From an optimization exercise on the open Yosys and OpenROAD flow, aimed at small area; shortcuts taken in it are not production practice.
At most, simulation tests tie the RTL to the original design; equivalence was not proved.
Function not checked in run 2: the RTL went through the layout flow alone.
No activity file was given, so power comes from the tool's default toggle rates.

## flow/design.v (module list and top-level ports; edited modules follow where they fit)
// module LIFO: 29 lines
// module AB_alu: 52 lines
// module LFSR: 21 lines
// module qcore_reg_bank: 206 lines
// module qcore_ohmux: 12 lines
// module qcore_ctrl_hazard: 96 lines
// module qcore_cpu: 501 lines
// module qcore_cpu_top: 107 lines
module qcore_cpu_top (
   input  wire           clk_i             ,
   input  wire           rst_ni            ,
   input  wire           restart_i         ,
   input  wire           en_i              ,
   input  wire [1:0]     lfsr_cfg_i        ,
   output wire [31:0]    lfsr_o            ,
   output wire [31:0]    core_do           ,
   input  wire           flag_i            ,
   output wire [7:0]     sreg_cfg_o        ,
   output wire [7:0]     sreg_ctrl_o       ,
   input  wire [31:0]    sreg_arith_i      ,
   input  wire [31:0]    sreg_div0_i       ,
   input  wire [31:0]    sreg_div1_i       ,
   input  wire [31:0]    sreg_status_i     ,
   input  wire [31:0]    sreg_core_r_dt0_i ,
   input  wire [31:0]    sreg_core_r_dt1_i ,
   input  wire [31:0]    sreg_port_dt0_i   ,
   input  wire [31:0]    sreg_port_dt1_i   ,
   input  wire [31:0]    sreg_time_dt_i    ,
   output wire [31:0]    sreg_core_w_dt0_o ,
   output wire [31:0]    sreg_core_w_dt1_o ,
   output wire           usr_en_o          ,
   output wire [7:0]     usr_ctrl_o        ,
   output wire [31:0]    usr_dt_a_o        ,
   output wire [31:0]    usr_dt_b_o        ,
   output wire [31:0]    usr_dt_c_o        ,
   output wire [31:0]    usr_dt_d_o        ,
   output wire [7:0]     pmem_addr_o       ,
   output wire           pmem_en_o         ,
   input  wire [71:0]    pmem_dt_i         ,
   output wire           dmem_we_o         ,
   output wire [7:0]     dmem_addr_o       ,
   output wire [31:0]    dmem_w_dt_o       ,
   input  wire [31:0]    dmem_r_dt_i       ,
   output wire           wmem_we_o         ,
   output wire [7:0]     wmem_addr_o       ,
   output wire [167:0]   wmem_w_dt_o       ,
   input  wire [167:0]   wmem_r_dt_i       ,
   output wire           port_we_o         ,
   output wire           port_re_o         ,
   output wire [31:0]    port_time_o       ,
   output wire           port_type_o       ,
   output wire [5:0]     port_addr_o       ,
   output wire [167:0]   port_data_o       );
  // ...
==> flow/flow/run.sh <==
#!/bin/bash
# Layout flow: the standard ORFS flow (standard.sh) with
#  - the same synthesis script, but yosys's abc mapping script (flow/abc_area.script)
#    in place of ORFS's abc_speed script (registers are mapped before abc, so
#    they stay the standard synthesis's),
#  - port buffers of the smallest buffer cell,
#  - clock tree synthesis without dummy loads, with clkbuf_8 and small clusters.
# Each tool's output goes to the ORFS logs and to make.log in this folder.
set -euo pipefail
W=$PWD
{
   head -1 synth_recipe.tcl
   cat <<TCL
# Use yosys's abc mapping script in place of the flow's abc script.
proc abc {args} {
   set out {}
   set skip 0
   foreach a \$args {
      if {\$skip} { set skip 0; continue }
      if {\$a eq "-script" || \$a eq "-constr"} { set skip 1; continue }
      lappend out \$a
   }
   yosys abc -script $W/flow/abc_area.script {*}\$out
}
TCL
   tail -n +2 synth_recipe.tcl
} > $W/synth_abc.tcl

bash standard.sh \
   SYNTH_SCRIPT=$W/synth_abc.tcl \
   "BUFFER_PORTS_ARGS=-buffer_cell sky130_fd_sc_hd__buf_1" \
   "CTS_ARGS=-sink_clustering_enable -repair_clock_nets -dont_use_dummy_load -buf_list sky130_fd_sc_hd__clkbuf_8 -sink_clustering_size 12 -sink_clustering_max_diameter 80" \
   finish > $W/make.log 2>&1
==> flow/flow/abc_area.script <==
strash
&get -n
&fraig -x
&put
scorr
dc2
strash
&get -n
&dch -f
&nf -p -F 8 -C 32 -R 1000 {D}
&put
==> flow/standard.sh <==
#!/bin/bash
# synth_recipe.tcl (not shown) runs the flow's synth.tcl, then flattens the netlist and writes it again
# the make line also repeats each setting of config.mk as NAME=value (left out here)
make -C /OpenROAD-flow-scripts/flow DESIGN_CONFIG=/design/flow/config.mk WORK_HOME=/design/flow/orfs CLKGATE_MAP_FILE= SYNTH_SCRIPT=/design/flow/synth_recipe.tcl "${@:-finish}"
==> flow/config.mk <==
export PLATFORM = sky130hd
export DESIGN_NAME = qcore_cpu_top
export DESIGN_NICKNAME = qcore_cpu_top
export VERILOG_FILES = /design/flow/design.v
export SDC_FILE = /design/flow/constraint.sdc
export NUM_CORES = 4
export LEC_CHECK = 0
export CAP_MARGIN = 10
export CELL_PAD_IN_SITES_DETAIL_PLACEMENT = 1
export CELL_PAD_IN_SITES_GLOBAL_PLACEMENT = 2
export CORE_MARGIN = 2
export CORE_UTILIZATION = 20
export PLACE_DENSITY = 0.4
export SLEW_MARGIN = 10
==> flow/constraint.sdc <==
create_clock -name core_clock -period 12.0 [get_ports {clk_i}]
set_input_delay 2.4000 -clock core_clock [delete_from_list [all_inputs] [get_ports {clk_i}]]
set_output_delay 2.4000 -clock core_clock [all_outputs]
set_load 0.01 [all_outputs]
==> reports/metrics.csv, run 1 <==
metric,value,unit
Worst Hold Endpoint,core.reg_bank.LFSR_YES.lfsr_cfg_sync[1]$_DFF_P_,
internal power,6.97,mW
Final Critical Period,11.44,ns
Comb pwr share,0.085,
CTS max path bufs,4,
CP most frequent cell,o21ai_0,
Residual DRC,0,
outcome,"complete, no violations",
non-clk buf share,0.0928,
Leak,33.3,nW
Achievable Freq,87.4,MHz
largest net degree at the start of global routing,90,
Multi-input gate area,41700,um2
Simple-Gate Fraction of Synth Area,0.126,
post-synthesis mux area share,0.0539,
vias in the first global route,100000,
crit path capture type,output port,
top fanout value on the critical path,7,
die height,649,um
Post-synth top cells,"edfxtp_1 (1,027), a222oi_1 (889), nand2_1 (716)",
final net count,10200,
Min Hold Slack,0.333,ns
Area-dominant class,multi-input gates,
crit path to,dmem_w_dt_o[30],
met1 usage,0.557,
Compound-Gate Fraction of Synth Area,0.273,
==> module LIFO, before the edit <==
module LIFO # (
   parameter WIDTH = 16 , 
   parameter DEPTH = 8     
) ( 
   input  wire                   clk_i    ,
   input  wire                   rst_ni   ,
   input  wire  [WIDTH - 1:0]    data_i   ,
   input  wire                   push     ,
   input  wire                   pop      ,
   output wire  [WIDTH - 1:0]    data_o   ,
   output wire                   full_o   );
wire [2:0]        ptr_p1, ptr_m1 ;
reg  [2:0]        ptr            ;
reg  [WIDTH-1:0]  stack [DEPTH]  ;
assign ptr_p1 = ptr + 1'b1;
assign ptr_m1 = ptr - 1'b1;
always_ff @(posedge clk_i) begin
   if (!rst_ni)      ptr <= 0;
   else if (push & !full_o) ptr <= ptr_p1;
   else if (pop  & !empty_o) ptr <= ptr_m1;
end
always_ff @(posedge clk_i) begin
   if (!rst_ni)             stack[DEPTH-1] <= '0;
   if (push & !full_o)      stack[ptr] <= data_i ;
end
assign empty_o = !(|ptr)      ;
assign full_o  = !(|(ptr ^ DEPTH));
assign data_o = stack[ptr_m1];
endmodule
==> module AB_alu, before the edit <==
module AB_alu (
   input  wire [31:0]  A_i      ,
   input  wire [31:0]  B_i      ,
   input  wire [3:0]   alu_op_i ,
   output wire         Z_o      ,
   output wire         C_o      ,
   output wire         S_o      ,
   output wire [31:0]  alu_result_o );
wire       lg  = alu_op_i[0] ;
wire [2:0] f   = alu_op_i[3:1] ;
wire [3:0] sh  = B_i[3:0] ;
wire is_abs = ~lg & (f == 3'b100) ;
wire inv    = ~lg & (f == 3'b001) | is_abs & B_i[31] ;
wire [31:0] add_a = is_abs ? 32'd0 : A_i ;
wire [31:0] sum   = add_a + (B_i ^ {32{inv}}) + {31'd0, inv} ;
function automatic [31:0] rev32 (input [31:0] x);
   for (int i=0; i<32; i=i+1) rev32[i] = x[31-i];
endfunction
wire        is_sl = lg & (f == 3'b110) ;
wire        fill  = ~lg & A_i[31] ;
wire [31:0] s_in  = is_sl ? rev32(A_i) : A_i ;
wire [63:0] a_sx  = {{32{fill}}, s_in} >> sh ;
wire [31:0] a_sr  = a_sx[31:0] ;
wire [31:0] a_sl  = rev32(a_sr) ;
reg [31:0] result ;
always_comb begin
   if (~lg)
      case (f)
         3'b000, 3'b001, 3'b100 : result = sum ;
         3'b010: result = A_i & B_i ;
         3'b011: result = a_sr      ;
         3'b101: result = {16'd0, A_i[31:16]} ;
         3'b110: result = {16'd0, A_i[15: 0]} ;
         3'b111: result = {A_i[15:0], A_i[31:16]} ;
      endcase
   else
      case (f)
         3'b000: result = ~A_i      ;
         3'b001: result = A_i | B_i ;
         3'b010: result = A_i ^ B_i ;
         3'b011: result = {A_i[15:0], B_i[15:0]} ;
         3'b100: result = 32'd0     ;
         3'b101: result = {31'd0, ^A_i} ;
         3'b110: result = a_sl      ;
         3'b111: result = a_sr      ;
      endcase
end
assign Z_o          = ~|result ;
assign C_o          = 1'b0 ;
assign S_o          = result[31] ;
assign alu_result_o = result ;
endmodule
==> inputs of run 2 (changes only) <==
--- a/flow/design.v
+++ b/flow/design.v
@@ -66,6 +66,6 @@
 end
 always_ff @(posedge clk_i) begin
-   if (!rst_ni)             stack[DEPTH-1] <= '0;
-   if (push & !full_o)      stack[ptr] <= data_i ;
+   if (!rst_ni)   for (int k=0; k<DEPTH; k=k+1) stack[k] <= '0;
+   if(push & !full_o)       stack[ptr] <= data_i ;
 end
 assign empty_o = !(|ptr)      ;
@@ -74,54 +74,60 @@
 endmodule
 module AB_alu (
-   input  wire [31:0]  A_i      ,
-   input  wire [31:0]  B_i      ,
-   input  wire [3:0]   alu_op_i ,
-   output wire         Z_o      ,
-   output wire         C_o      ,
-   output wire         S_o      ,
-   output wire [31:0]  alu_result_o );
-wire       lg  = alu_op_i[0] ;
-wire [2:0] f   = alu_op_i[3:1] ;
-wire [3:0] sh  = B_i[3:0] ;
-wire is_abs = ~lg & (f == 3'b100) ;
-wire inv    = ~lg & (f == 3'b001) | is_abs & B_i[31] ;
-wire [31:0] add_a = is_abs ? 32'd0 : A_i ;
-wire [31:0] sum   = add_a + (B_i ^ {32{inv}}) + {31'd0, inv} ;
-function automatic [31:0] rev32 (input [31:0] x);
-   for (int i=0; i<32; i=i+1) rev32[i] = x[31-i];
-endfunction
-wire        is_sl = lg & (f == 3'b110) ;
-wire        fill  = ~lg & A_i[31] ;
-wire [31:0] s_in  = is_sl ? rev32(A_i) : A_i ;
-wire [63:0] a_sx  = {{32{fill}}, s_in} >> sh ;
-wire [31:0] a_sr  = a_sx[31:0] ;
-wire [31:0] a_sl  = rev32(a_sr) ;
-reg [31:0] result ;
-always_comb begin
-   if (~lg)
-      case (f)
-         3'b000, 3'b001, 3'b100 : result = sum ;
+   input  wire signed [31:0]  A_i      ,
+   input  wire signed [31:0]  B_i      ,
+   input  wire [3:0]          alu_op_i ,
+   output wire                Z_o      ,
+   output wire                C_o      ,
+   output wire                S_o      ,
+   output wire signed [31:0]  alu_result_o );
+reg [32:0]  result;
+wire zero_flag, carry_flag, sign_flag;
+wire[3:0] shift ;
+assign shift = B_i[3:0];
+wire [31:0] neg_B, a_plus_b, a_minus_b, abs_b;
+wire [31:0] msh_a, lsh_a, swap_a;  
+wire [31:0] a_cat_b, a_sl_b, a_lsr_b, a_asr_b ;
+assign neg_B      = -B_i ;
+assign a_plus_b   = A_i + B_i;
+assign a_minus_b  = A_i + neg_B;
+assign abs_b      = B_i[31] ? neg_B : B_i;
+assign msh_a      = {16'b00000000_00000000, A_i[31:16]} ;
+assign lsh_a      = {16'b00000000_00000000, A_i[15: 0]} ;
+assign swap_a     = {A_i[15:0], A_i[31:16]} ;
+assign a_cat_b    = {A_i[15:0], B_i[15:0]};
+assign a_sl_b     = A_i <<  shift ;
+assign a_lsr_b    = A_i >>  shift ;
+assign a_asr_b    = A_i >>> shift ;
+always_comb begin
+   if (~alu_op_i[0])
+      case ( alu_op_i[3:1] )
+         3'b000: result = a_plus_b  ;
+         3'b001: result = a_minus_b ;
          3'b010: result = A_i & B_i ;
-         3'b011: result = a_sr      ;
-         3'b101: result = {16'd0, A_i[31:16]} ;
-         3'b110: result = {16'd0, A_i[15: 0]} ;
-         3'b111: result = {A_i[15:0], A_i[31:16]} ;
+         3'b011: result = a_asr_b   ;
+         3'b100: result = abs_b     ;
+         3'b101: result = msh_a     ;
+         3'b110: result = lsh_a     ;
+         3'b111: result = swap_a    ;
       endcase
    else
-      case (f)
+      case ( alu_op_i[3:1] )
          3'b000: result = ~A_i      ;
          3'b001: result = A_i | B_i ;
          3'b010: result = A_i ^ B_i ;
-         3'b011: result = {A_i[15:0], B_i[15:0]} ;
-         3'b100: result = 32'd0     ;
-         3'b101: result = {31'd0, ^A_i} ;
-         3'b110: result = a_sl      ;
-         3'b111: result = a_sr      ;
+         3'b011: result = a_cat_b   ;
+         3'b100: result = 0         ;
+         3'b101: result = {31'b0, ^A_i} ;
+         3'b110: result =  a_sl_b   ;
+         3'b111: result =  a_lsr_b  ;
       endcase
 end
-assign Z_o          = ~|result ;
-assign C_o          = 1'b0 ;
-assign S_o          = result[31] ;
-assign alu_result_o = result ;
+assign zero_flag  = (result == 0) ;
+assign carry_flag = result[32];
+assign sign_flag  = result[31];
+assign alu_result_o  = result[31:0] ;
+assign Z_o           = zero_flag    ;
+assign C_o           = carry_flag   ;
+assign S_o           = sign_flag    ;
 endmodule
 module LFSR (
@@ -157,7 +163,7 @@
    input   wire [1:0]            lfsr_cfg_i     ,
    input   wire [31:0]           reg_arith_i    ,
-   input   wire [1:0][31:0]      reg_div_i      ,
-   input   wire [1:0][31:0]      reg_port_i     ,
-   input   wire [1:0][31:0]      tproc_ext_i    ,
+   input   wire [1:0][31:0]           reg_div_i   ,
+   input   wire [1:0][31:0]           reg_port_i  ,
+   input   wire [1:0][31:0]           tproc_ext_i ,
    input   wire [31:0]           time_dt_i      ,
    input   wire [167:0]          wave_dt_i      ,
@@ -169,15 +175,9 @@
    input   wire [ 6 : 0 ]        w_addr_i       ,
    input   wire [31:0]           w_dt_i         ,
-   input   wire [1:0][ 5 : 0 ]   rs_A_addr_i    ,
-   input   wire [1:0][ 6 : 0 ]   rs_D_addr_i    ,
-   input   wire [3:0]            rs_en_i        ,  
-   input   wire [3:0]            hold_i         ,  
-   input   wire [3:0]            x1_sel_i       ,  
-   input   wire [3:0]            x2_sel_i       ,  
-   input   wire [3:0][31:0]      q_i            ,
-   input   wire [31:0]           x1_dt_i        ,
-   input   wire [31:0]           x2_dt_i        ,
-   output  wire [3:0][31:0]      nxt_o          ,
-   output  wire [1:0][31:0]      sreg_dt_o      ,       
+   input   wire [1:0][ 5 : 0 ]        rs_A_addr_i ,
+   input   wire [1:0][ 6 : 0 ]        rs_D_addr_i ,
+   output  wire [1:0][31:0]           rs_D_dt_o   ,
+   output  wire [1:0][31:0]           rs_A_dt_o   ,
+   output  wire [1:0][31:0]           sreg_dt_o   ,       
    output  wire [PMEM_AW-1:0]    out_addr_o     ,
    output  wire [31:0]           out_time_o     ,       
@@ -185,54 +185,69 @@
    output  wire [31:0]           lfsr_o         );
 localparam REG_QTY    = (2 ** (REG_AW) ) ;
-wire clr  = clear_i | ~rst_ni ;
-wire wen  = we_i & ~halt_i ;
-wire [31:0] wd = w_dt_i & {32{~clr}} ;
-reg [31:0] dreg [REG_QTY] ;
-genvar gk;
-generate
-   for (gk=0; gk<REG_QTY; gk=gk+1) begin : DREG
-      wire ld = clr | ( wen & (w_addr_i[6:5] == 2'b01) & (w_addr_i[REG_AW-1:0] == gk) );
-      always_ff @ (posedge clk_i)
-         if (ld) dreg[gk] <= wd ;
-   end
-endgenerate
-wire wreg_we   = wen & (w_addr_i[6:5] == 2'b10) ;
-wire wave_ld   = wave_we_i & ~halt_i & ~wreg_we ;
-wire wave_sel  = wave_ld & ~clr ;
-wire [5:0][31:0] wave_in ;
-assign wave_in[5] = {16'd0, wave_dt_i[167:152]} ;
-assign wave_in[4] = wave_dt_i[151:120] ;
-assign wave_in[3] = wave_dt_i[119: 88] ;
-assign wave_in[2] = { 8'd0, wave_dt_i[ 87: 64]} ;
-assign wave_in[1] = wave_dt_i[ 63: 32] ;
-assign wave_in[0] = wave_dt_i[ 31:  0] ;
-reg [31:0] wreg [6] ;
-generate
-   for (gk=0; gk<6; gk=gk+1) begin : WREG
-      wire wsel = wreg_we & (w_addr_i[2:0] == gk) ;
-      always_ff @ (posedge clk_i)
-         if (clr | wsel | wave_ld)
-            wreg[gk] <= ({32{wsel}} & wd) | ({32{wave_sel}} & wave_in[gk]) ;
-   end
-endgenerate
-reg [31:0] sreg0, sreg1, sreg2 ;
-reg [15:0] sreg3 ;
-reg [7:0]  sreg_cfg_dt, sreg_ctrl_dt ;
-wire sreg_we = wen & (w_addr_i[6:2] == 5'b00_011) ;
-wire cfg_we  = wen & (w_addr_i == 7'b00_00010) ;
-always_ff @ (posedge clk_i) begin
-   if (clr | sreg_we & (w_addr_i[1:0] == 2'd0)) sreg0 <= wd ;
-   if (clr | sreg_we & (w_addr_i[1:0] == 2'd1)) sreg1 <= wd ;
-   if (clr | sreg_we & (w_addr_i[1:0] == 2'd2)) sreg2 <= wd ;
-   if (clr | sreg_we & (w_addr_i[1:0] == 2'd3)) sreg3 <= wd[15:0] ;
-   if (clr | cfg_we) sreg_cfg_dt <= wd[7:0] ;
-   if (clr | ~halt_i) sreg_ctrl_dt <= wd[23:16] & {8{cfg_we}} ;
-end
 wire [31:0] lfsr_reg;
 reg lfsr_en;
 wire lfsr_sel, lfsr_we, lfsr_step;
+reg   [31:0]   sreg_dt [4];  
+wire           sreg_en, sreg_we;
+reg   [7:0]    sreg_cfg_dt ;  
+reg   [7:0]    sreg_ctrl_dt ;  
+wire           sreg_cfg_en, sreg_cfg_we;
+assign sreg_en   = w_addr_i[6:2] == 5'b00_011 ;  
+assign sreg_we   = we_i & sreg_en ;
+assign sreg_cfg_en  = w_addr_i      == 7'b00_00010 ;  
+assign sreg_cfg_we  = we_i & sreg_cfg_en;
+reg   [31:0]         dreg_32_dt [REG_QTY];
+wire  [REG_AW-1:0]   dreg_32_addr   ;
+wire                 dreg_32_en, dreg_32_we;
+assign dreg_32_addr  = w_addr_i[REG_AW-1:0] ;
+assign dreg_32_en   = w_addr_i[6:5] == 2'b01;  
+assign dreg_32_we    = we_i & dreg_32_en ;
+reg  [31:0]          wreg_32_dt [6] ;
+wire [ 2:0]          wreg_32_addr   ;
+wire                 wreg_32_en, wreg_32_we;
+assign wreg_32_addr  = w_addr_i[2:0] ;
+assign wreg_32_en    = w_addr_i[6:5] == 2'b10;  
+assign wreg_32_we    = we_i & wreg_32_en;
+always_ff @ (posedge clk_i, negedge rst_ni) begin
+   if (!rst_ni) begin 
+      for (int k=0; k<REG_QTY; k=k+1) dreg_32_dt[k] = '0;
+      for (int k=0; k<6; k=k+1) wreg_32_dt[k] = '0;
+      for (int k=0; k<4; k=k+1) sreg_dt[k] = '0;
+      sreg_cfg_dt                = 0;
+      sreg_ctrl_dt               = 0;
+   end else if (clear_i) begin
+      for (int k=0; k<REG_QTY; k=k+1) dreg_32_dt[k] = '0;
+      for (int k=0; k<6; k=k+1) wreg_32_dt[k] = '0;
+      for (int k=0; k<4; k=k+1) sreg_dt[k] = '0;
+      sreg_cfg_dt                = 0;
+      sreg_ctrl_dt               = 0;
+   end else begin
+      if (~halt_i) begin
+         if (dreg_32_we)   
+            dreg_32_dt [dreg_32_addr]  = w_dt_i;
+         if (wreg_32_we)
+            wreg_32_dt [wreg_32_addr]  = w_dt_i;
+         else if (wave_we_i) begin
+            wreg_32_dt [5]  = wave_dt_i[167:152];
+            wreg_32_dt [4]  = wave_dt_i[151:120];
+            wreg_32_dt [3]  = wave_dt_i[119: 88];
+            wreg_32_dt [2]  = wave_dt_i[ 87: 64];
+            wreg_32_dt [1]  = wave_dt_i[ 63: 32];
+            wreg_32_dt [0]  = wave_dt_i[ 31:  0];
+         end
+         if (sreg_we)   
+           sreg_dt [w_addr_i[1:0]]  = w_dt_i;
+         if (sreg_cfg_we) begin   
+           sreg_cfg_dt                  = w_dt_i[7:0];
+           sreg_ctrl_dt                 = w_dt_i[23:16];
+         end else if (|sreg_ctrl_dt)
+           sreg_ctrl_dt                 = 8'd0;
+           sreg_dt [3][31:16] = 16'd0;
+      end
+   end
+end
 generate
    if (LFSR == 1) begin : LFSR_YES
-      logic [1:0] lfsr_cfg_cdc, lfsr_cfg_sync;
+      (* ASYNC_REG = "TRUE" *) logic [1:0] lfsr_cfg_cdc, lfsr_cfg_sync;
       always_ff @ (posedge clk_i) begin
          lfsr_cfg_cdc   <= lfsr_cfg_i;
@@ -240,5 +255,5 @@
       end
       always_comb
-         case (lfsr_cfg_sync)
+         unique case (lfsr_cfg_sync)
             2'b00 : lfsr_en = 1'b0     ;
             2'b01 : lfsr_en = 1'b1     ;
@@ -266,101 +281,58 @@
 assign sreg_32_dt[0]  = 0                  ;
 assign sreg_32_dt[1]  = lfsr_reg           ;
-assign sreg_32_dt[2]  = {24'd0, sreg_cfg_dt} ;
-assign sreg_32_dt[3]  = reg_arith_i        ;
+assign sreg_32_dt[2]  = sreg_cfg_dt  ;
+assign sreg_32_dt[3]  = reg_arith_i ;
 assign sreg_32_dt[4]  = reg_div_i[0]       ;
 assign sreg_32_dt[5]  = reg_div_i[1]       ;
 assign sreg_32_dt[6]  = tproc_ext_i [0]    ; 
 assign sreg_32_dt[7]  = tproc_ext_i [1]    ;
-assign sreg_32_dt[8]  = reg_port_i [0]     ;
-assign sreg_32_dt[9]  = reg_port_i [1]     ;
-assign sreg_32_dt[10] = status_i           ;
+assign sreg_32_dt[8]  = reg_port_i [0]  ;
+assign sreg_32_dt[9]  = reg_port_i [1] ;
+assign sreg_32_dt[10] = status_i ;
 assign sreg_32_dt[11] = time_dt_i          ;
-assign sreg_32_dt[12] = sreg0              ;
-assign sreg_32_dt[13] = sreg1              ;
-assign sreg_32_dt[14] = sreg2              ;
-assign sreg_32_dt[15] = {16'd0, sreg3}     ;
-genvar ind;
+assign sreg_32_dt[12] = sreg_dt [0]     ;  
+assign sreg_32_dt[13] = sreg_dt [1]     ;  
+assign sreg_32_dt[14] = sreg_dt [2]     ;  
+assign sreg_32_dt[15] = sreg_dt [3]     ;  
+wire  [1:0][31:0] data_A   ;
+genvar ind_A;
 generate
-   for (ind=0; ind<4; ind=ind+1) begin : RP
-      wire       is_d = (ind >= 2) ;
-      wire [6:0] a    = is_d ? rs_D_addr_i[ind-2] : {1'b0, rs_A_addr_i[ind]} ;
-      wire       en   = rs_en_i[ind] ;
-      wire [15:0] s_oh, d_oh ;
-      wire [5:0]  w_oh ;
-      genvar k;
-      for (k=0; k<16; k=k+1) begin : OH
-         assign s_oh[k] = en & (a[6:5] == 2'b00) & (a[3:0] == k) ;
-         assign d_oh[k] = en & (a[6:5] == 2'b01) & (a[3:0] == k) ;
-      end
-      for (k=0; k<6; k=k+1) begin : OHW
-         assign w_oh[k] = en & is_d & (a[6:5] == 2'b10) & (a[2:0] == k) ;
+   for (ind_A=0; ind_A <2 ; ind_A=ind_A+1) begin
+      assign data_A[ind_A]   = rs_A_addr_i[ind_A][5] ? dreg_32_dt[rs_A_addr_i[ind_A][REG_AW-1:0]] : sreg_32_dt[rs_A_addr_i[ind_A][3:0]] ;
+   end
+endgenerate
+wire [1:0][31:0] data_D  ;
+genvar ind_D;
+generate
+   for (ind_D=0; ind_D <2 ; ind_D=ind_D+1) begin : D_MUX
+      wire [6:0]  d_addr ;
+      reg  [31:0] d_dt   ;
+      assign d_addr = rs_D_addr_i[ind_D] ;
+      always_comb begin
+         case (d_addr[6:5])
+            2'b00 : d_dt = sreg_32_dt[ d_addr[3:0] ];  
+            2'b01 : d_dt = dreg_32_dt[ d_addr[REG_AW-1:0] ];
+            2'b10 : d_dt = (d_addr[2:1] == 2'b11) ? 32'd0 : wreg_32_dt[ d_addr[2:0] ];  
+            2'b11 : d_dt = 0 ;
+         endcase
       end
-      wire [2:0]  c_oh = {hold_i[ind], x1_sel_i[ind], x2_sel_i[ind]} ;
-      qcore_ohmux #(.N(40), .W(8)) m_lo (
-         .sel_i ( {c_oh, s_oh[15:1], d_oh, w_oh} ),
-         .dt_i  ( {q_i[ind][7:0], x1_dt_i[7:0], x2_dt_i[7:0],
-                   sreg_32_dt[15][7:0], sreg_32_dt[14][7:0], sreg_32_dt[13][7:0], sreg_32_dt[12][7:0],
-                   sreg_32_dt[11][7:0], sreg_32_dt[10][7:0], sreg_32_dt[ 9][7:0], sreg_32_dt[ 8][7:0],
-                   sreg_32_dt[ 7][7:0], sreg_32_dt[ 6][7:0], sreg_32_dt[ 5][7:0], sreg_32_dt[ 4][7:0],
-                   sreg_32_dt[ 3][7:0], sreg_32_dt[ 2][7:0], sreg_32_dt[ 1][7:0],
-                   dreg[15][7:0], dreg[14][7:0], dreg[13][7:0], dreg[12][7:0],
-                   dreg[11][7:0], dreg[10][7:0], dreg[ 9][7:0], dreg[ 8][7:0],
-                   dreg[ 7][7:0], dreg[ 6][7:0], dreg[ 5][7:0], dreg[ 4][7:0],
-                   dreg[ 3][7:0], dreg[ 2][7:0], dreg[ 1][7:0], dreg[ 0][7:0],
-                   wreg[5][7:0], wreg[4][7:0], wreg[3][7:0], wreg[2][7:0], wreg[1][7:0], wreg[0][7:0]} ),
-         .dt_o  ( nxt_o[ind][7:0] ) );
-      qcore_ohmux #(.N(39), .W(8)) m_mid (
-         .sel_i ( {c_oh, s_oh[15:3], s_oh[1], d_oh, w_oh} ),
-         .dt_i  ( {q_i[ind][15:8], x1_dt_i[15:8], x2_dt_i[15:8],
-                   sreg_32_dt[15][15:8], sreg_32_dt[14][15:8], sreg_32_dt[13][15:8], sreg_32_dt[12][15:8],
-                   sreg_32_dt[11][15:8], sreg_32_dt[10][15:8], sreg_32_dt[ 9][15:8], sreg_32_dt[ 8][15:8],
-                   sreg_32_dt[ 7][15:8], sreg_32_dt[ 6][15:8], sreg_32_dt[ 5][15:8], sreg_32_dt[ 4][15:8],
-                   sreg_32_dt[ 3][15:8], sreg_32_dt[ 1][15:8],
-                   dreg[15][15:8], dreg[14][15:8], dreg[13][15:8], dreg[12][15:8],
-                   dreg[11][15:8], dreg[10][15:8], dreg[ 9][15:8], dreg[ 8][15:8],
-                   dreg[ 7][15:8], dreg[ 6][15:8], dreg[ 5][15:8], dreg[ 4][15:8],
-                   dreg[ 3][15:8], dreg[ 2][15:8], dreg[ 1][15:8], dreg[ 0][15:8],
-                   wreg[5][15:8], wreg[4][15:8], wreg[3][15:8], wreg[2][15:8], wreg[1][15:8], wreg[0][15:8]} ),
-         .dt_o  ( nxt_o[ind][15:8] ) );
-      qcore_ohmux #(.N(38), .W(16)) m_hi (
-         .sel_i ( {c_oh, s_oh[14:3], s_oh[1], d_oh, w_oh} ),
-         .dt_i  ( {q_i[ind][31:16], x1_dt_i[31:16], x2_dt_i[31:16],
-                   sreg_32_dt[14][31:16], sreg_32_dt[13][31:16], sreg_32_dt[12][31:16],
-                   sreg_32_dt[11][31:16], sreg_32_dt[10][31:16], sreg_32_dt[ 9][31:16], sreg_32_dt[ 8][31:16],
-                   sreg_32_dt[ 7][31:16], sreg_32_dt[ 6][31:16], sreg_32_dt[ 5][31:16], sreg_32_dt[ 4][31:16],
-                   sreg_32_dt[ 3][31:16], sreg_32_dt[ 1][31:16],
-                   dreg[15][31:16], dreg[14][31:16], dreg[13][31:16], dreg[12][31:16],
-                   dreg[11][31:16], dreg[10][31:16], dreg[ 9][31:16], dreg[ 8][31:16],
-                   dreg[ 7][31:16], dreg[ 6][31:16], dreg[ 5][31:16], dreg[ 4][31:16],
-                   dreg[ 3][31:16], dreg[ 2][31:16], dreg[ 1][31:16], dreg[ 0][31:16],
-                   wreg[5][31:16], wreg[4][31:16], wreg[3][31:16], wreg[2][31:16], wreg[1][31:16], wreg[0][31:16]} ),
-         .dt_o  ( nxt_o[ind][31:16] ) );
+      assign data_D[ind_D] = d_dt ;
    end
 endgenerate
-assign lfsr_o        = lfsr_reg ;
+assign rs_A_dt_o     =  data_A ;
+assign rs_D_dt_o     =  data_D ;
+assign lfsr_o        =  lfsr_reg ;
 assign reg_cfg_o     = sreg_cfg_dt ;
 assign reg_ctrl_o    = sreg_ctrl_dt ;
-assign sreg_dt_o[0]  = sreg0 ;
-assign sreg_dt_o[1]  = sreg1 ;
-assign out_time_o    = sreg2 ;
-assign out_addr_o    = sreg3[PMEM_AW-1:0];
-assign out_wreg_o[167:152] = wreg[5][15:0];
-assign out_wreg_o[151:120] = wreg[4]  ;
-assign out_wreg_o[119: 88] = wreg[3]  ;
-assign out_wreg_o[ 87: 64] = wreg[2][23:0] ;
-assign out_wreg_o[ 63: 32] = wreg[1]  ;
-assign out_wreg_o[ 31:  0] = wreg[0]  ;
-endmodule
-module qcore_ohmux # (
-   parameter N = 2 ,
-   parameter W = 1
-)(
-   input  wire [N-1:0]    sel_i ,
-   input  wire [N*W-1:0]  dt_i  ,
-   output reg  [W-1:0]    dt_o  );
-always_comb begin
-   dt_o = '0 ;
-   for (int k=0; k<N; k=k+1) dt_o = dt_o | ({W{sel_i[k]}} & dt_i[k*W +: W]) ;
-end
+assign sreg_dt_o[0]  =  sreg_32_dt[12] ;
+assign sreg_dt_o[1]  =  sreg_32_dt[13] ;
+assign out_time_o    =  sreg_32_dt[14] ;
+assign out_addr_o    =  sreg_32_dt[15] [PMEM_AW-1:0];
+assign out_wreg_o[167:152] = wreg_32_dt[5][15:0];
+assign out_wreg_o[151:120] = wreg_32_dt[4]  ;
+assign out_wreg_o[119: 88] = wreg_32_dt[3]  ;
+assign out_wreg_o[ 87: 64] = wreg_32_dt[2][23:0] ;
+assign out_wreg_o[ 63: 32] = wreg_32_dt[1]  ;
+assign out_wreg_o[ 31:  0] = wreg_32_dt[0]  ;
 endmodule
 module qcore_ctrl_hazard (
@@ -368,95 +340,195 @@
    input   wire               rst_ni            ,
    input   wire               halt_i            ,
-   input   wire [1:0][5:0]    rs_A_addr_i       ,
-   input   wire [1:0][6:0]    rs_D_addr_i       ,
-   input qproc_pkg::CTRL_REG  rd_reg_i          ,
-   input qproc_pkg::CTRL_REG  x1_reg_i          ,
-   input qproc_pkg::CTRL_REG  x2_reg_i          ,
-   input   wire               wr_s_cfg_i        ,  
+   input   wire [1:0][5:0]         rs_A_addr_i    ,
+   input   wire [1:0][31:0]        rs_A_dt_i      ,
+   input   wire [1:0][6:0]         rs_D_addr_i    ,
+   input   wire [1:0][31:0]        rs_D_dt_i      ,
+   input qproc_pkg::CTRL_REG             id_reg_i          ,
+   input qproc_pkg::CTRL_REG             rd_reg_i          ,
+   input qproc_pkg::CTRL_REG             x1_reg_i          ,
+   input qproc_pkg::CTRL_REG             x2_reg_i          ,
+   input qproc_pkg::CTRL_REG             wr_reg_i          ,
    input   wire               rd_periph_use     ,
    input   wire               x1_periph_use     ,
    input   wire               x2_periph_use     ,
-   input   wire               id_wmem_we        ,
-   input   wire               id_type_wp        ,
-   input   wire               port_we           ,
-   input   wire               id_flag_used      ,
-   input   wire               flag_we           ,
-   input   wire               id_jmp_i          ,
-   output  wire [3:0]         rs_en_o           ,  
-   output  wire [3:0]         hold_o            ,
-   output  wire [3:0]         x1_sel_o          ,
-   output  wire [3:0]         x2_sel_o          ,
-   output  wire [3:0][31:0]   q_o               ,
-   input   wire [3:0][31:0]   nxt_i             ,
-   output  wire [1:0][31:0]   reg_A_dt_o        ,      
-   output  wire [1:0][31:0]   reg_D_dt_o        ,      
+   input wire                 id_wmem_we        ,
+   input wire                 id_type_wp        ,
+   input wire                 port_we           ,
+   input wire                 id_flag_used      ,
+   input wire                 flag_we           ,
+   input wire                 id_jmp_i          ,
+   input   wire [31:0]        x1_alu_dt_i       ,
+   input   wire [31:0]        x2_alu_dt_i       ,
+   input   wire [31:0]        x2_dmem_dt_i      ,
+   input   wire [31:0]        rd_imm_dt_i       ,
+   input   wire [31:0]        x1_imm_dt_i       ,
+   input   wire [31:0]        x2_imm_dt_i       ,
+   output  wire [1:0][31:0]        reg_A_dt_o     ,      
+   output  wire [1:0][31:0]        reg_D_dt_o     ,      
    output  wire               bubble_id_o       ,       
    output  wire               bubble_rd_o       );
-wire port_re    = rd_reg_i.port_re | x1_reg_i.port_re | x2_reg_i.port_re ;
-wire wto_r_wave = rd_reg_i.r_wave_we | x1_reg_i.r_wave_we | x2_reg_i.r_wave_we ;
-wire wto_wreg   = (rd_reg_i.addr[6:5] == 2'b10) | (x1_reg_i.addr[6:5] == 2'b10) | (x2_reg_i.addr[6:5] == 2'b10) ;
-wire wto_qp     = rd_periph_use | x1_periph_use | x2_periph_use ;
-wire wto_s_cfg  = (rd_reg_i.addr == 7'b0000010) | (x1_reg_i.addr == 7'b0000010) | (x2_reg_i.addr == 7'b0000010) | wr_s_cfg_i ;
-wire wto_s_addr = (rd_reg_i.addr == 7'b00_01111) | (x1_reg_i.addr == 7'b00_01111) | (x2_reg_i.addr == 7'b00_01111) ;
-wire wto_s_rand = (rd_reg_i.addr == 7'b00_00001) | (x1_reg_i.addr == 7'b00_00001) | (x2_reg_i.addr == 7'b00_00001) ;
-wire x1_fwd_ok  = x1_reg_i.we & (x1_reg_i.src[1] == x1_reg_i.src[0]) ;
-wire x1_fwd_st  = x1_reg_i.we & (x1_reg_i.src == 2'b01) ;
-wire x2_fwd_ok  = x2_reg_i.we & (x2_reg_i.src != 2'b10) ;
-reg [1:0] rfrom_rand_r, rfrom_core_r, rfrom_port_r, rfrom_status_r, rfrom_stime_r;
-reg [1:0] d_stall, w_stall, a_stall ;
-reg [3:0] sel_x1, sel_x2, sel_rs ;
-reg [3:0][6:0] p_addr ;
-always_comb begin
-   for (int i=0; i<2; i=i+1) begin
-      rfrom_rand_r[i]   = (rs_D_addr_i[i] == 7'b00_00001) ;
-      rfrom_status_r[i] = (rs_D_addr_i[i] == 7'b00_01010) ;
-      rfrom_stime_r[i]  = (rs_D_addr_i[i] == 7'b00_01011) ;
-      rfrom_core_r[i]   = (rs_D_addr_i[i][6:1] == 6'b00_0011) ;
-      rfrom_port_r[i]   = (rs_D_addr_i[i][6:1] == 6'b00_0100) ;
-      w_stall[i]        = (rs_D_addr_i[i][6:5] == 2'b10) & wto_r_wave ;
-      p_addr[i]         = {1'b0, rs_A_addr_i[i]} ;
-      p_addr[2+i]       = rs_D_addr_i[i] ;
-   end
-   for (int p=0; p<4; p=p+1) begin
-      reg h1, h2;
-      h1 = (p_addr[p] == x1_reg_i.addr) ;
-      h2 = (p_addr[p] == x2_reg_i.addr) ;
-      if (p<2) a_stall[p] = h1 & x1_fwd_st ;
-      else     d_stall[p-2] = h1 & x1_fwd_st ;
-      sel_x1[p] = h1 & x1_fwd_ok ;
-      sel_x2[p] = ~(h1 & x1_reg_i.we) & h2 & x2_fwd_ok ;
-      sel_rs[p] = ~sel_x1[p] & ~sel_x2[p] ;
+reg         stall_id_w   ;  
+reg         stall_id_wp  ;  
+reg         stall_id_f   ;  
+reg         stall_id_j   ;  
+reg         stall_id_rand     ;  
+reg         stall_rd_core_rdt ;  
+reg         stall_rd_port     ;  
+reg         stall_rd_status   ;  
+reg         stall_rd_stime    ;  
+reg [ 1:0]  w_stall_D_rd      ;  
+reg [ 1:0]  d_stall_D_rd      ;  
+reg [ 1:0]  stall_A_rd        ;  
+reg [ 1:0]  fwd_D_X1, fwd_D_X2 ;
+reg [1:0][31:0]  reg_D_nxt  ;
+reg [ 1:0]  fwd_A_X1, fwd_A_X2 ;
+reg [1:0][31:0]  reg_A_nxt  ;
+reg [1:0] rfrom_rand_r, rfrom_core_r, rfrom_port_r, rfrom_status_r, rfrom_stime_r;  
+assign rfrom_rand       = |rfrom_rand_r    ;  
+assign rfrom_core_rdt   = |rfrom_core_r    ;  
+assign rfrom_port       = |rfrom_port_r    ;  
+assign rfrom_status     = |rfrom_status_r  ;  
+assign rfrom_stime      = |rfrom_stime_r   ;  
+assign port_re          = rd_reg_i.port_re | x1_reg_i.port_re | x2_reg_i.port_re ;  
+assign wto_r_wave = rd_reg_i.r_wave_we | x1_reg_i.r_wave_we | x2_reg_i.r_wave_we ;
+assign wto_wreg   = rd_reg_i.addr[6:5] == 2'b10 | x1_reg_i.addr[6:5] == 2'b10 | x2_reg_i.addr[6:5] == 2'b10;
+assign wto_qp  = rd_periph_use | x1_periph_use | x2_periph_use;
+assign wto_s_cfg = (rd_reg_i.addr == 7'b0000010) | (x1_reg_i.addr == 7'b0000010) | (x2_reg_i.addr == 7'b0000010) | (wr_reg_i.addr == 7'b0000010) ;
+assign wto_s_addr = (rd_reg_i.addr == 7'b00_01111) | (x1_reg_i.addr == 7'b00_01111) | (x2_reg_i.addr == 7'b00_01111) ;
+assign wto_s_rand = (rd_reg_i.addr == 7'b00_00001) | (x1_reg_i.addr == 7'b00_00001) | (x2_reg_i.addr == 7'b00_00001) ;
+genvar ind_D;
+generate
+   for (ind_D=0; ind_D <2 ; ind_D=ind_D+1) begin
+      always_comb begin
+         rfrom_rand_r[ind_D]   = (rs_D_addr_i[ind_D][6:0] == 7'b00_00001) ;  
+         rfrom_status_r[ind_D] = (rs_D_addr_i[ind_D][6:0] == 7'b00_01010) ;  
+         rfrom_stime_r[ind_D]  = (rs_D_addr_i[ind_D][6:0] == 7'b00_01011) ;  
+         rfrom_core_r[ind_D]   = (rs_D_addr_i[ind_D][6:1] == 6'b00_0011) ;  
+         rfrom_port_r[ind_D]   = (rs_D_addr_i[ind_D][6:1] == 6'b00_0100) ;  
+      end
+      always_comb begin
+         reg_D_nxt[ind_D] = rs_D_dt_i[ind_D];
+         d_stall_D_rd[ind_D] = 1'b0;
+         fwd_D_X1[ind_D] = ( (rs_D_addr_i[ind_D] ==  x1_reg_i.addr ) & x1_reg_i.we );  
+         fwd_D_X2[ind_D] = ( (rs_D_addr_i[ind_D] ==  x2_reg_i.addr ) & x2_reg_i.we );  
+         if ( fwd_D_X1[ind_D] )      
+            unique case (x1_reg_i.src)
+               2'b00 : reg_D_nxt[ind_D]    = x1_alu_dt_i  ;  
+               2'b01 : d_stall_D_rd[ind_D] = 1'b1       ;  
+               2'b11 : reg_D_nxt[ind_D]    = x1_imm_dt_i  ;  
+               default:; 
+            endcase
+         else if ( fwd_D_X2[ind_D] )      
+            unique case (x2_reg_i.src)
+               2'b00 : reg_D_nxt[ind_D] = x2_alu_dt_i  ;  
+               2'b01 : reg_D_nxt[ind_D] = x2_dmem_dt_i ;  
+               2'b11 : reg_D_nxt[ind_D] = x2_imm_dt_i  ;  
+               default:; 
+            endcase
+      end  
+      always_comb begin
+         w_stall_D_rd[ind_D]   = rs_D_addr_i[ind_D][6:5] == 2'b10 & (wto_r_wave) ;  
+      end
+   end  
+endgenerate
+genvar ind_A;
+generate
+   for (ind_A=0; ind_A <2 ; ind_A=ind_A+1) begin
+      always_comb begin
+         reg_A_nxt[ind_A] = rs_A_dt_i[ind_A];
+         stall_A_rd[ind_A] = 1'b0;
+         fwd_A_X1[ind_A] = ( ( {1'b0,rs_A_addr_i[ind_A]} ==  x1_reg_i.addr ) & x1_reg_i.we );  
+         fwd_A_X2[ind_A] = ( ( {1'b0,rs_A_addr_i[ind_A]} ==  x2_reg_i.addr ) & x2_reg_i.we );  
+         if ( fwd_A_X1[ind_A] )      
+            unique case (x1_reg_i.src)
+               2'b00 : reg_A_nxt[ind_A]  = x1_alu_dt_i   ;  
+               2'b01 : stall_A_rd[ind_A] = 1'b1          ;  
+               2'b11 : reg_A_nxt[ind_A]  = x1_imm_dt_i   ;  
+               default:;
+            endcase
+         else if ( fwd_A_X2[ind_A] )      
+            unique case (x2_reg_i.src)
+               2'b00 : reg_A_nxt[ind_A] = x2_alu_dt_i  ;  
+               2'b01 : reg_A_nxt[ind_A] = x2_dmem_dt_i ;  
+               2'b11 : reg_A_nxt[ind_A] = x2_imm_dt_i  ;  
+               default:; 
+            endcase
+      end  
+   end  
+endgenerate
+always_comb begin
+   stall_id_w    = 1'b0    ;
+   if ( id_wmem_we )
+      if ( wto_r_wave | wto_wreg )
+         stall_id_w    = 1'b1    ; 
+end
+always_comb begin
+   stall_id_wp   = 1'b0    ;
+   if ( id_type_wp )
+      if ( port_we )
+         stall_id_wp    = 1'b1    ; 
+end
+always_comb begin
+   stall_rd_core_rdt    = 1'b0    ;
+   if (rfrom_core_rdt)
+      if ( wto_qp | wto_s_cfg) 
+         stall_rd_core_rdt    = 1'b1    ;
+end
+always_comb begin
+   stall_rd_port    = 1'b0    ;
+   if ( rfrom_port )
+      if ( port_re )
+         stall_rd_port    = 1'b1    ;
+end
+always_comb begin
+   stall_rd_status    = 1'b0    ;
+   if (rfrom_status ) 
+      if ( wto_qp | wto_s_cfg) 
+         stall_rd_status    = 1'b1    ;
+end
+always_comb begin
+   stall_rd_stime    = 1'b0    ;
+   if ( rfrom_stime ) 
+      if ( wto_qp ) 
+         stall_rd_stime    = 1'b1    ;
+end
+always_comb begin
+   stall_id_j    = 1'b0    ;
+   if (wto_s_addr )
+      if (id_jmp_i )
+         stall_id_j    = 1'b1    ; 
+end
+always_comb begin
+   stall_id_f    = 1'b0    ;
+   if (id_flag_used) begin  
+      if ( flag_we )              
+         stall_id_f    = 1'b1    ;
+      else if ( wto_s_cfg )         
+         stall_id_f    = 1'b1    ;
+      else if ( wto_qp )            
+         stall_id_f    = 1'b1    ;
    end
 end
-wire stall_id_w        = id_wmem_we & (wto_r_wave | wto_wreg) ;
-wire stall_id_wp       = id_type_wp & port_we ;
-wire stall_rd_core_rdt = (|rfrom_core_r) & (wto_qp | wto_s_cfg) ;
-wire stall_rd_port     = (|rfrom_port_r) & port_re ;
-wire stall_rd_status   = (|rfrom_status_r) & (wto_qp | wto_s_cfg) ;
-wire stall_rd_stime    = (|rfrom_stime_r) & wto_qp ;
-wire stall_id_j        = wto_s_addr & id_jmp_i ;
-wire stall_id_f        = id_flag_used & (flag_we | wto_s_cfg | wto_qp) ;
-wire stall_id_rand     = wto_s_rand | (|rfrom_rand_r) ;
-wire       run  = rst_ni & ~halt_i ;
-wire       hold = rst_ni &  halt_i ;
-assign rs_en_o  = sel_rs & {4{run}} ;
-assign x1_sel_o = sel_x1 & {4{run}} ;
-assign x2_sel_o = sel_x2 & {4{run}} ;
-assign hold_o   = {4{hold}} ;
-reg [3:0][31:0] r_q ;
-always_ff @ (posedge clk_i) begin
-   r_q[3:1]       <= nxt_i[3:1] ;
-   r_q[0][31:8]   <= nxt_i[0][31:8] ;
+always_comb begin
+   stall_id_rand    = 1'b0    ;
+   if (wto_s_rand | rfrom_rand )
+         stall_id_rand    = 1'b1    ; 
 end
+reg  [1:0][31:0]    reg_A      ;
+reg  [1:0][31:0]    reg_D      ;
 always_ff @ (posedge clk_i, negedge rst_ni)
-   if (!rst_ni)
-      r_q[0][7:0]  <= '0;
-   else
-      r_q[0][7:0]  <= nxt_i[0][7:0] ;
-assign q_o         = r_q ;
-assign reg_A_dt_o  = r_q[1:0];
-assign reg_D_dt_o  = r_q[3:2];
-assign bubble_id_o = stall_id_j | stall_id_f | stall_id_w | stall_id_wp | stall_id_rand;
-assign bubble_rd_o = (|a_stall) | (|d_stall) | (|w_stall) | stall_rd_stime | stall_rd_status | stall_rd_port | stall_rd_core_rdt ;
+   if (!rst_ni) begin
+      for (int k=0; k<2; k=k+1) reg_A[k] <= '0;
+      for (int k=0; k<2; k=k+1) reg_D[k] <= '0;
+   end else begin
+      if (~halt_i) begin 
+         reg_A          <= reg_A_nxt ;
+         reg_D          <= reg_D_nxt ;
+      end
+   end
+assign reg_A_dt_o    = reg_A;
+assign reg_D_dt_o    = reg_D;
+assign bubble_id_o   = stall_id_j | stall_id_f | stall_id_w | stall_id_wp | stall_id_rand;
+assign bubble_rd_o   = |stall_A_rd | |d_stall_D_rd | |w_stall_D_rd  | stall_rd_stime | stall_rd_status | stall_rd_port | stall_rd_core_rdt ;
 endmodule
 module qcore_cpu # (
@@ -508,5 +580,5 @@
 reg  [5:0]      r_rd_rsA1_addr ;
 wire [PMEM_AW-1:0]      reg_addr;
-reg [31 :0]    r_rd_imm_dt, r_x1_imm_dt;
+reg [31 :0]    r_id_imm_dt, r_rd_imm_dt, r_x1_imm_dt;
 reg [31 :0]    r_x1_alu_dt      ;
 wire [31:0]    x1_alu_dt   ;
@@ -755,10 +827,5 @@
 reg [31:0] r_x1_port_dt;
 assign x2_port_w_dt  = x2_ctrl.cfg_port_type ? r_x1_port_dt : x2_wave_w_dt ;
-qproc_pkg::CTRL_REG    id_reg, rd_reg, x1_reg, x2_reg  ;
-wire [31:0] x1_fwd_dt ;
-wire [3:0]  rp_rs_en, rp_hold, rp_x1_sel, rp_x2_sel ;
-wire [3:0][31:0] rp_q, rp_nxt ;
-assign x1_fwd_dt = x1_reg.src[1] ? r_rd_imm_dt : x1_alu_dt ;
-reg r_wr_s_cfg ;
+qproc_pkg::CTRL_REG    id_reg, rd_reg, x1_reg, x2_reg, wr_reg  ;
 qproc_pkg::CTRL_FLOW   id_ctrl, rd_ctrl, x1_ctrl, x2_ctrl   ;
 qcore_ctrl_hazard ctrl_hzrd (
@@ -766,29 +833,32 @@
    .rst_ni           ( rst_ni          ) ,
    .halt_i           ( halt            ) ,
-   .rs_A_addr_i      ( r_id_rs_A_addr  ) ,
-   .rs_D_addr_i      ( r_id_rs_D_addr  ) ,
+   .rs_A_addr_i      ( r_id_rs_A_addr      ) ,
+   .rs_A_dt_i        ( rs_A_dt    ) ,
+   .rs_D_addr_i      ( r_id_rs_D_addr      ) ,
+   .rs_D_dt_i        ( rs_D_dt    ) ,
+   .id_reg_i         ( id_reg          ) ,
    .rd_reg_i         ( rd_reg          ) ,
    .x1_reg_i         ( x1_reg          ) ,
    .x2_reg_i         ( x2_reg          ) ,
-   .wr_s_cfg_i       ( r_wr_s_cfg      ) ,
+   .wr_reg_i         ( wr_reg          ) ,
    .rd_periph_use    ( rd_ctrl.usr_ctrl[8]     ) ,
    .x1_periph_use    ( x1_ctrl.usr_ctrl[8]     ) ,
    .x2_periph_use    ( x2_ctrl.usr_ctrl[8]     ) ,
    .id_type_wp       ( id_type_wp              ),
-   .port_we          ( rd_ctrl.port_we | x1_ctrl.port_we ),
-   .id_wmem_we       ( id_wmem_we       ) ,
-   .id_flag_used     ( id_flag_used     ) ,
-   .flag_we          ( rd_ctrl.flag_we | x1_ctrl.flag_we ) ,
-   .id_jmp_i         ( id_jmp_reg_used  ) ,
-   .rs_en_o          ( rp_rs_en         ) ,
-   .hold_o           ( rp_hold          ) ,
-   .x1_sel_o         ( rp_x1_sel        ) ,
-   .x2_sel_o         ( rp_x2_sel        ) ,
-   .q_o              ( rp_q             ) ,
-   .nxt_i            ( rp_nxt           ) ,
+   .port_we          ( rd_ctrl.port_we | x1_ctrl.port_we   ),
+   .id_wmem_we       ( id_wmem_we       ) ,  
+   .id_flag_used     ( id_flag_used        ) ,  
+   .flag_we          ( rd_ctrl.flag_we | x1_ctrl.flag_we       ) ,
+   .id_jmp_i         ( id_jmp_reg_used       ) ,
+   .x1_alu_dt_i      ( x1_alu_dt       ) ,
+   .x2_alu_dt_i      ( r_x1_alu_dt     ) ,
+   .x2_dmem_dt_i      (dmem_r_dt_i) ,
+   .rd_imm_dt_i      ( r_id_imm_dt     ) ,
+   .x1_imm_dt_i      ( r_rd_imm_dt     ) ,
+   .x2_imm_dt_i      ( r_x1_imm_dt     ) ,
    .reg_A_dt_o       ( reg_A_fwd_dt     ) ,
    .reg_D_dt_o       ( reg_D_fwd_dt     ) ,
-   .bubble_id_o      ( bubble_id        ) ,
-   .bubble_rd_o      ( bubble_rd        ) );
+   .bubble_id_o      ( bubble_id     ) ,
+   .bubble_rd_o      ( bubble_rd       ) );
 qcore_reg_bank # (
    .LFSR            (LFSR) ,
@@ -816,12 +886,6 @@
    .rs_A_addr_i      ( r_id_rs_A_addr   ) ,
    .rs_D_addr_i      ( r_id_rs_D_addr   ) ,
-   .rs_en_i          ( rp_rs_en         ) ,
-   .hold_i           ( rp_hold          ) ,
-   .x1_sel_i         ( rp_x1_sel        ) ,
-   .x2_sel_i         ( rp_x2_sel        ) ,
-   .q_i              ( rp_q             ) ,
-   .x1_dt_i          ( x1_fwd_dt        ) ,
-   .x2_dt_i          ( x2_reg_w_dt      ) ,
-   .nxt_o            ( rp_nxt           ) ,
+   .rs_A_dt_o        ( rs_A_dt        ) ,
+   .rs_D_dt_o        ( rs_D_dt        ) ,
    .sreg_dt_o        ( sreg_core_w_dt_o       ) ,
    .out_addr_o       ( reg_addr       ) ,
@@ -853,87 +917,103 @@
 assign rd_stage_zero = bubble_id & !bubble_rd ;
 assign x1_stage_zero = bubble_rd ;
-reg  [1:0]  r_id_df ;
-reg  [31:0] r_id_raw ;         
-reg  [5:0]  r_id_rsA1 ;
-reg  [31:0] r_id_imm_dt ;
-always_comb begin
-   case (r_id_df)
-      2'b00 : r_id_imm_dt = {21'd0, r_id_imm_addr} ;
-      2'b01 : r_id_imm_dt = {{16{r_id_raw[15]}}, r_id_raw[15:0]} ;
-      2'b10 : r_id_imm_dt = {{ 8{r_id_raw[23]}}, r_id_raw[23:0]} ;
-      2'b11 : r_id_imm_dt = r_id_raw ;
-   endcase
-   r_id_rs_A_addr[0] = r_id_imm_addr[5:0] ;
-   r_id_rs_A_addr[1] = r_id_rsA1 ;
-   r_id_rs_D_addr[0] = (r_id_df != 2'b11) ? r_id_raw[30:24] : 7'd0 ;
-   r_id_rs_D_addr[1] = (r_id_df == 2'b01) ? r_id_raw[22:16] : 7'd0 ;
-end
-wire pipe_clr = ~rst_ni | restart_i ;
 always_ff @ (posedge clk_i) begin
-   if (pipe_clr) begin
+   if (!rst_ni) begin
       r_id_pc_change       <= 0  ;
-      rd_ctrl              <= '0 ;
-      x1_ctrl              <= '0 ;
-      x2_ctrl              <= '0 ;
-      rd_reg               <= '0 ;
-      x1_reg               <= '0 ;
-      x2_reg               <= '0 ;
-      r_wr_s_cfg           <= 0  ;
+      rd_ctrl <= '0;
+      x1_ctrl <= '0;
+      x2_ctrl <= '0;
+      rd_reg <= '0;
+      x1_reg <= '0;
+      x2_reg <= '0;
+      wr_reg <= '0;
       r_id_imm_addr        <= 0  ;
-      r_id_rsA1            <= 0  ;
-      r_id_df              <= 0  ;
-      r_id_raw             <= 0  ;
+      r_rd_imm_addr        <= 0  ;
       r_rd_rsA1_addr       <= 0  ;
+      for (int k=0; k<2; k=k+1) r_id_rs_A_addr[k] <= '0;
+      for (int k=0; k<2; k=k+1) r_id_rs_D_addr[k] <= '0;
+      r_id_imm_dt          <= 0  ;
+      r_rd_imm_dt          <= 0  ;
+      r_x1_imm_dt          <= 0  ;
+      r_x1_alu_dt          <= 0  ;
+      r_x1_port_dt       <= 0  ;
+      alu_fZ_r             <= 0  ;
+      alu_fS_r             <= 0  ;
       r_x1_port_w_addr     <= 0  ;
-      r_x1_alu_dt[7:0]     <= 0  ;
+   end else if (restart_i ) begin
+      r_id_pc_change       <= 0  ;
+      rd_ctrl <= '0;
+      x1_ctrl <= '0;
+      x2_ctrl <= '0;
+      rd_reg <= '0;
+      x1_reg <= '0;
+      x2_reg <= '0;
+      wr_reg <= '0;
+      r_id_imm_addr        <= 0  ;
+      r_rd_imm_addr        <= 0  ;
+      r_rd_rsA1_addr       <= 0  ;
+      for (int k=0; k<2; k=k+1) r_id_rs_A_addr[k] <= '0;
+      for (int k=0; k<2; k=k+1) r_id_rs_D_addr[k] <= '0;
+      r_id_imm_dt          <= 0  ;
+      r_rd_imm_dt          <= 0  ;
+      r_x1_imm_dt          <= 0  ;
+      r_x1_alu_dt          <= 0  ;
+      r_x1_port_dt       <= 0  ;
       alu_fZ_r             <= 0  ;
       alu_fS_r             <= 0  ;
-   end else if (~halt) begin
-      if ( rd_stage_zero ) begin
-         rd_ctrl           <= '0;
-         rd_reg            <= '0;
-         r_id_pc_change    <= 1'b0;
-         r_id_imm_addr     <= '0;
-         r_id_rsA1         <= '0;
-         r_id_df           <= '0;
-         r_id_raw          <= '0;
-      end else if ( ~rd_stage_keep ) begin
-         rd_ctrl           <= id_ctrl ;
-         rd_reg            <= id_reg ;
-         r_id_pc_change    <= id_pc_change ;
-         r_id_imm_addr     <= id_imm_addr[10:0] ;
-         r_id_rsA1         <= r_if_op_data[44:39] ;
-         r_id_df           <= id_DF ;
-         r_id_raw          <= r_if_op_data[38:7] ;
-      end
-      if ( x1_stage_zero ) begin
-         x1_ctrl           <= '0;
-         x1_reg            <= '0;
-         r_rd_rsA1_addr    <= '0;
-      end else begin
-         x1_ctrl           <= rd_ctrl ;
-         x1_reg            <= rd_reg ;
-         r_rd_rsA1_addr    <= r_id_rs_A_addr[1] ;
-      end
-      x2_ctrl              <= x1_ctrl ;
-      x2_reg               <= x1_reg ;
-      r_x1_port_w_addr     <= x1_port_w_addr ;
-      r_x1_alu_dt[7:0]     <= x1_alu_dt[7:0] ;
-      if (x1_ctrl.flag_we) begin 
-         alu_fZ_r          <= x1_alu_fZ ;
-         alu_fS_r          <= x1_alu_fS ;
-      end
-      r_wr_s_cfg           <= (x2_reg.addr == 7'b00_00010) ;
-   end
-end
-always_ff @ (posedge clk_i) begin
-   if (~halt) begin
-      r_rd_imm_dt          <= r_id_imm_dt ;
-      r_rd_imm_addr        <= r_id_imm_addr ;
-      r_x1_imm_dt          <= r_rd_imm_dt ;
-      r_x1_alu_dt[31:8]    <= x1_alu_dt[31:8] ;
-      r_x1_port_dt         <= x1_rsA0_dt ;
-   end
-end
+      r_x1_port_w_addr     <= 0  ;
+   end else begin
+      if (~halt) begin
+         if ( rd_stage_zero ) begin
+            rd_ctrl <= '0;
+            rd_reg <= '0;
+            r_id_pc_change          <= 1'b0;
+            r_id_imm_dt <= '0;
+            r_id_imm_addr <= '0;
+            for (int k=0; k<2; k=k+1) r_id_rs_D_addr[k] <= '0;
+            for (int k=0; k<2; k=k+1) r_id_rs_A_addr[k] <= '0;
+         end else if ( rd_stage_keep ) begin
+            rd_ctrl                 <= rd_ctrl;
+            rd_reg                  <= rd_reg;
+            r_id_pc_change          <= r_id_pc_change;
+            r_id_imm_dt             <= r_id_imm_dt;
+            r_id_imm_addr           <= r_id_imm_addr;
+            r_id_rs_D_addr          <= r_id_rs_D_addr;
+            r_id_rs_A_addr          <= r_id_rs_A_addr;
+         end else begin
+            rd_ctrl                 <= id_ctrl            ;
+            rd_reg                  <= id_reg            ;
+            r_id_pc_change          <= id_pc_change ;
+            r_id_imm_dt             <= id_imm_dt      ;
+            r_id_imm_addr           <= id_imm_addr    ;
+            r_id_rs_D_addr          <= id_rs_D_addr ;
+            r_id_rs_A_addr          <= id_rs_A_addr;
+         end
+         if ( x1_stage_zero ) begin
+            x1_ctrl <= '0;
+            x1_reg <= '0;
+            r_rd_imm_dt <= '0;
+            r_rd_imm_addr <= '0;
+            r_rd_rsA1_addr <= '0;
+         end else begin
+            x1_ctrl                 <= rd_ctrl ;
+            x1_reg                  <= rd_reg ;
+            r_rd_imm_dt             <= r_id_imm_dt       ;
+            r_rd_imm_addr           <= r_id_imm_addr     ;
+            r_rd_rsA1_addr          <= r_id_rs_A_addr[1]   ;
+         end
+         x2_ctrl                    <= x1_ctrl ;
+         x2_reg                     <= x1_reg         ;
+         r_x1_imm_dt                <= r_rd_imm_dt       ;
+         r_x1_alu_dt                <= x1_alu_dt         ;
+         r_x1_port_dt               <= x1_rsA0_dt        ;
+         r_x1_port_w_addr           <= x1_port_w_addr    ;
+         if (x1_ctrl.flag_we) begin 
+            alu_fZ_r                <= x1_alu_fZ         ;
+            alu_fS_r                <= x1_alu_fS         ;
+         end
+         wr_reg                  <= x2_reg ;
+      end  
+   end  
+end  
 assign pmem_en_o        = fetch_en | r_mem_rst;
 assign pmem_addr_o      = PC_curr         ;  
==> flow/run.sh (new file) <==
#!/bin/bash
# synth_recipe.tcl (not shown) runs the flow's synth.tcl, then flattens the netlist and writes it again
# the make line also repeats each setting of config.mk as NAME=value (left out here)
make -C /OpenROAD-flow-scripts/flow DESIGN_CONFIG=/design/flow/config.mk WORK_HOME=/design/flow/orfs CLKGATE_MAP_FILE= SYNTH_SCRIPT=/design/flow/synth_recipe.tcl finish
--- a/flow/config.mk
+++ b/flow/config.mk
@@ -6,9 +6,9 @@
 export NUM_CORES = 4
 export LEC_CHECK = 0
-export CAP_MARGIN = 10
+export CAP_MARGIN = 35
 export CELL_PAD_IN_SITES_DETAIL_PLACEMENT = 1
 export CELL_PAD_IN_SITES_GLOBAL_PLACEMENT = 2
 export CORE_MARGIN = 2
-export CORE_UTILIZATION = 20
+export CORE_UTILIZATION = 25
 export PLACE_DENSITY = 0.4
-export SLEW_MARGIN = 10
+export SLEW_MARGIN = 35
removed: flow/flow/run.sh
removed: flow/flow/abc_area.script
removed: flow/standard.sh
==> reports/metrics.csv, run 2 <==
metric,value,unit,change
initial antenna violation count,206,,was 301
I/O Buffers,1282,,unchanged
final hold violations,0,,unchanged
Achievable Freq,93.7,MHz,was 87.4 MHz
Mapped Cells,13600,,"was 7,854"
Yosys reg bits,1463,,"was 1,445"
WS Path Type,reg -> out,,unchanged
Synthesis Warnings,32,,was 26
number of flops mapped to enable cells by yosys,64,,"was 1,027"
slew of the pin with the lowest slew margin,1.20,ns,was 1.43 ns
Syn Nets,14200,,"was 8,529"
max cap viols,0,,unchanged
FF/Latch Area,35000,um2,"was 39,400 um2"
Post-Syn Area per Cell,7.81,um2,was 10.6 um2
final net count,14800,,"was 10,200"
worst setup path startpoint,core.x1_ctrl[17]$_SDFFE_PP0P_,,was core.ctrl_hzrd.r_q[127]$_DFF_P_
R2R Path Start,core.x1_ctrl[17]$_SDFFE_PP0P_,,was core.ctrl_hzrd.r_q[127]$_DFF_P_
Worst Hold Launch,core.reg_bank.LFSR_YES.lfsr_cfg_cdc[1]$_DFF_P_,,unchanged
Final Critical Period,10.67,ns,was 11.44 ns
number of flip-flops in the largest register,512,,unchanged
layout cells sized above 1,0.109,,was 0.108
CTS buffer count,195,,was 177
# resized after CTS,0,,unchanged
max-slew violation count,0,,unchanged
Worst Hold Endpoint,core.reg_bank.LFSR_YES.lfsr_cfg_sync[1]$_DFF_P_,,unchanged
CTS H-Tree Depth,4,,unchanged
Hold/Removal Path Class,reg -> reg,,unchanged
# rows,239,,was 236
non-filler instance count after layout,20100,,"was 15,300"
CTS max path bufs,4,,unchanged
Post-synth top cells,"nor2_1 (2,193), a21oi_1 (1,415), clkbuf_1 (1,198)",,"was edfxtp_1 (1,027), a222oi_1 (889), nand2_1 (716)"
Leak,48.1,nW,was 33.3 nW
post-route ant nets,0,,unchanged
largest net degree at the start of global routing,151,,was 90
CTS Hold Bufs,0,,unchanged
CTS tree,done,,unchanged
post-CTS setup buffer count,0,,unchanged
Setup crit start kind,flop,,unchanged
"most common cell after layout, fill and taps aside",nor2_1,,was buf_1
Layout area overhead,26.2,%,was 21.8%
outcome,"complete, no violations",,unchanged
Crit path required time,9.60,ns,about the same
vias in the first global route,129000,,"was 100,000"
R2R setup slack,4.45,ns,was 3.55 ns
Setup TNS Final,0,ns,unchanged
die height,655,um,was 649 um
Global Route Usage Sum,0.484,,was 0.466
period utilization,0.889,,was 0.954
crit path capture type,output port,,unchanged
routed wl met3,126000,um,"was 123,000 um"
Sinks on Clock Net,1463,,"was 1,445"
Residual DRC,0,,unchanged
top layer in use,met5,,unchanged
R2R depth,20,,was 37
setup violators final,0,,unchanged
final WL,1090000,um,"was 1,030,000 um"
power per cell area,108,nW/um2,was 102 nW/um2
most frequent cells in the layout,"nor2_1 (2,139), a21oi_1 (1,380), clkdlybuf4s50_1 (1,278), a22oi_1 (1,145), dfrtp_1 (985)",,"was buf_1 (1,279), edfxtp_1 (1,027), a222oi_1 (889), nand2_1 (705), a22oi_1 (601)"
num ports,1284,,unchanged
met2 wire length,446000,um,"was 414,000 um"
ys async rst share,0.678,,was 0.0277
distinct cell type count after synthesis,100,,was 69
top fanout value on the critical path,52,,was 7
Multi-input gate area,66100,um2,"was 41,700 um2"
WHS Path Cells,0,,unchanged
Core Region,423000,um2,"was 414,000 um2"
First-pass DRT Iterations,13,,was 14
Max Clock Skew,0.122,ns,was 0.190 ns
"top cells by area, synth","dfrtp_1 (23%), a22oi_1 (8.1%), nor2_1 (7.8%)",,"was edfxtp_1 (37%), a222oi_1 (11%), dfxtp_1 (9.1%)"
worst r2r dst,core.ctrl_hzrd.reg_D[63]$_DFFE_PN0P_,,was core.ctrl_hzrd.r_q[127]$_DFF_P_
Via Count,137000,,"was 110,000"
-- run 2: cell types whose count changed in the layout (fill, tap and decap cells not counted), moves of 945 or more --
cell / delta
dfrtp_1: +945
nor2_1: +1629
buf_1: -1279
edfxtp_1: -963
clkdlybuf4s50_1: +1278
a21oi_1: +1097
-- run 2: metal layers --
metal  vias up  track usage
met5         -      0.00215
met4        80        0.403
li1      51700            -
met2     11000        0.698
met1     70800        0.571
met3      3549        0.178
-- run 2: cells by family (layout without fill, tap and decap cells) --
kind of cell	after synthesis	in the layout	synth area share
compound gates	4911	4911	0.311
simple gates	4338	4338	0.175
buf+inv	1668	2414	0.0653
flops	1463	1463	0.329
mux	882	882	0.0902
xor+xnor	170	170	0.0141
fa+ha+maj	124	124	0.0149
other cells	1	121	0.0000354
-- run 2: final cells by class --
class | count | area share
multi-input cells | 10400 | 0.494
flip-flops and latches | 1463 | 0.261
repair buffers | 1897 | 0.134
well taps | 5663 | 0.0530
clock buffers | 268 | 0.0414
clock inverters | 88 | 0.00846
inverters | 161 | 0.00465
diodes | 120 | 0.00225
-- run 2: stage by stage --
stage	hold slack (ns)	cell area [um2]	setup WS, ns	power, mW
after floorplan	0.310	106000	4.46	6.15
after global placement	0.334	126000	2.24	7.89
after detailed placement	0.316	126000	2.38	7.91
after CTS	0.332	133000	1.40	14.3
after global routing	0.345	134000	1.16	14.6
final	0.329	134000	1.33	14.4
-- run 2: how the worst max path moves through the flow --
stage                       to  slack, ns  cells past startpoint
6_report       dmem_w_dt_o[31]       1.33                     19
4_1_cts        dmem_w_dt_o[31]       1.40                     19
2_1_floorplan  dmem_w_dt_o[29]       4.46                     23
3_5_place_dp   dmem_w_dt_o[31]       2.38                     19
3_3_place_gp   dmem_w_dt_o[31]       2.24                     19
5_1_grt        dmem_w_dt_o[31]       1.16                     19
-- run 2: where the power goes --
part | switching (mW) | leakage [nW] | internal [mW]
Clock | 2.79 | 3.23 | 3.64
Sequential | 0.403 | 17.4 | 5.06
Combinational | 1.68 | 27.5 | 0.813
-- run 2: critical path, cell delays in order, from the launching register on --
cell and delay, ns:
dfxtp_4 0.65, buf_4 0.64, mux2i_1 0.63, o21ai_0 0.26, buf_4 0.23, or4b_1 0.85, xnor2_1 0.25, ha_1 0.43
nand2_1 0.12, o21ai_0 0.25, nand2b_1 0.18, o22ai_1 0.14, nor2_1 0.32, nand3_1 0.21, a31oi_1 0.54, mux2_2 0.41
nor2_1 0.28, buf_4 0.27, o21ai_0 0.10, clkdlybuf4s50_1 0.52

[static timing again, ports no longer ideal]
In the flow no input, the clock included, has a driving cell. The finished layouts below were timed again as built, in two steps. Step 1, drivers: a clkbuf_16 drives clk_i and a buf_2 each remaining input, both assumed. Step 2 also shifts input and output timing later by t, the mid clock arrival at the registers, as if the neighbouring blocks saw the same clock. a / b / c = no drivers / after step 1 / after step 2; a / b = the first two.
run	t (ns)	setup WS [ns]
run 1	1.264	0.557 / 0.453 / 1.717
run 2	1.099	1.333 / 1.200 / 2.300
After both steps setup and hold are still met in every run listed.
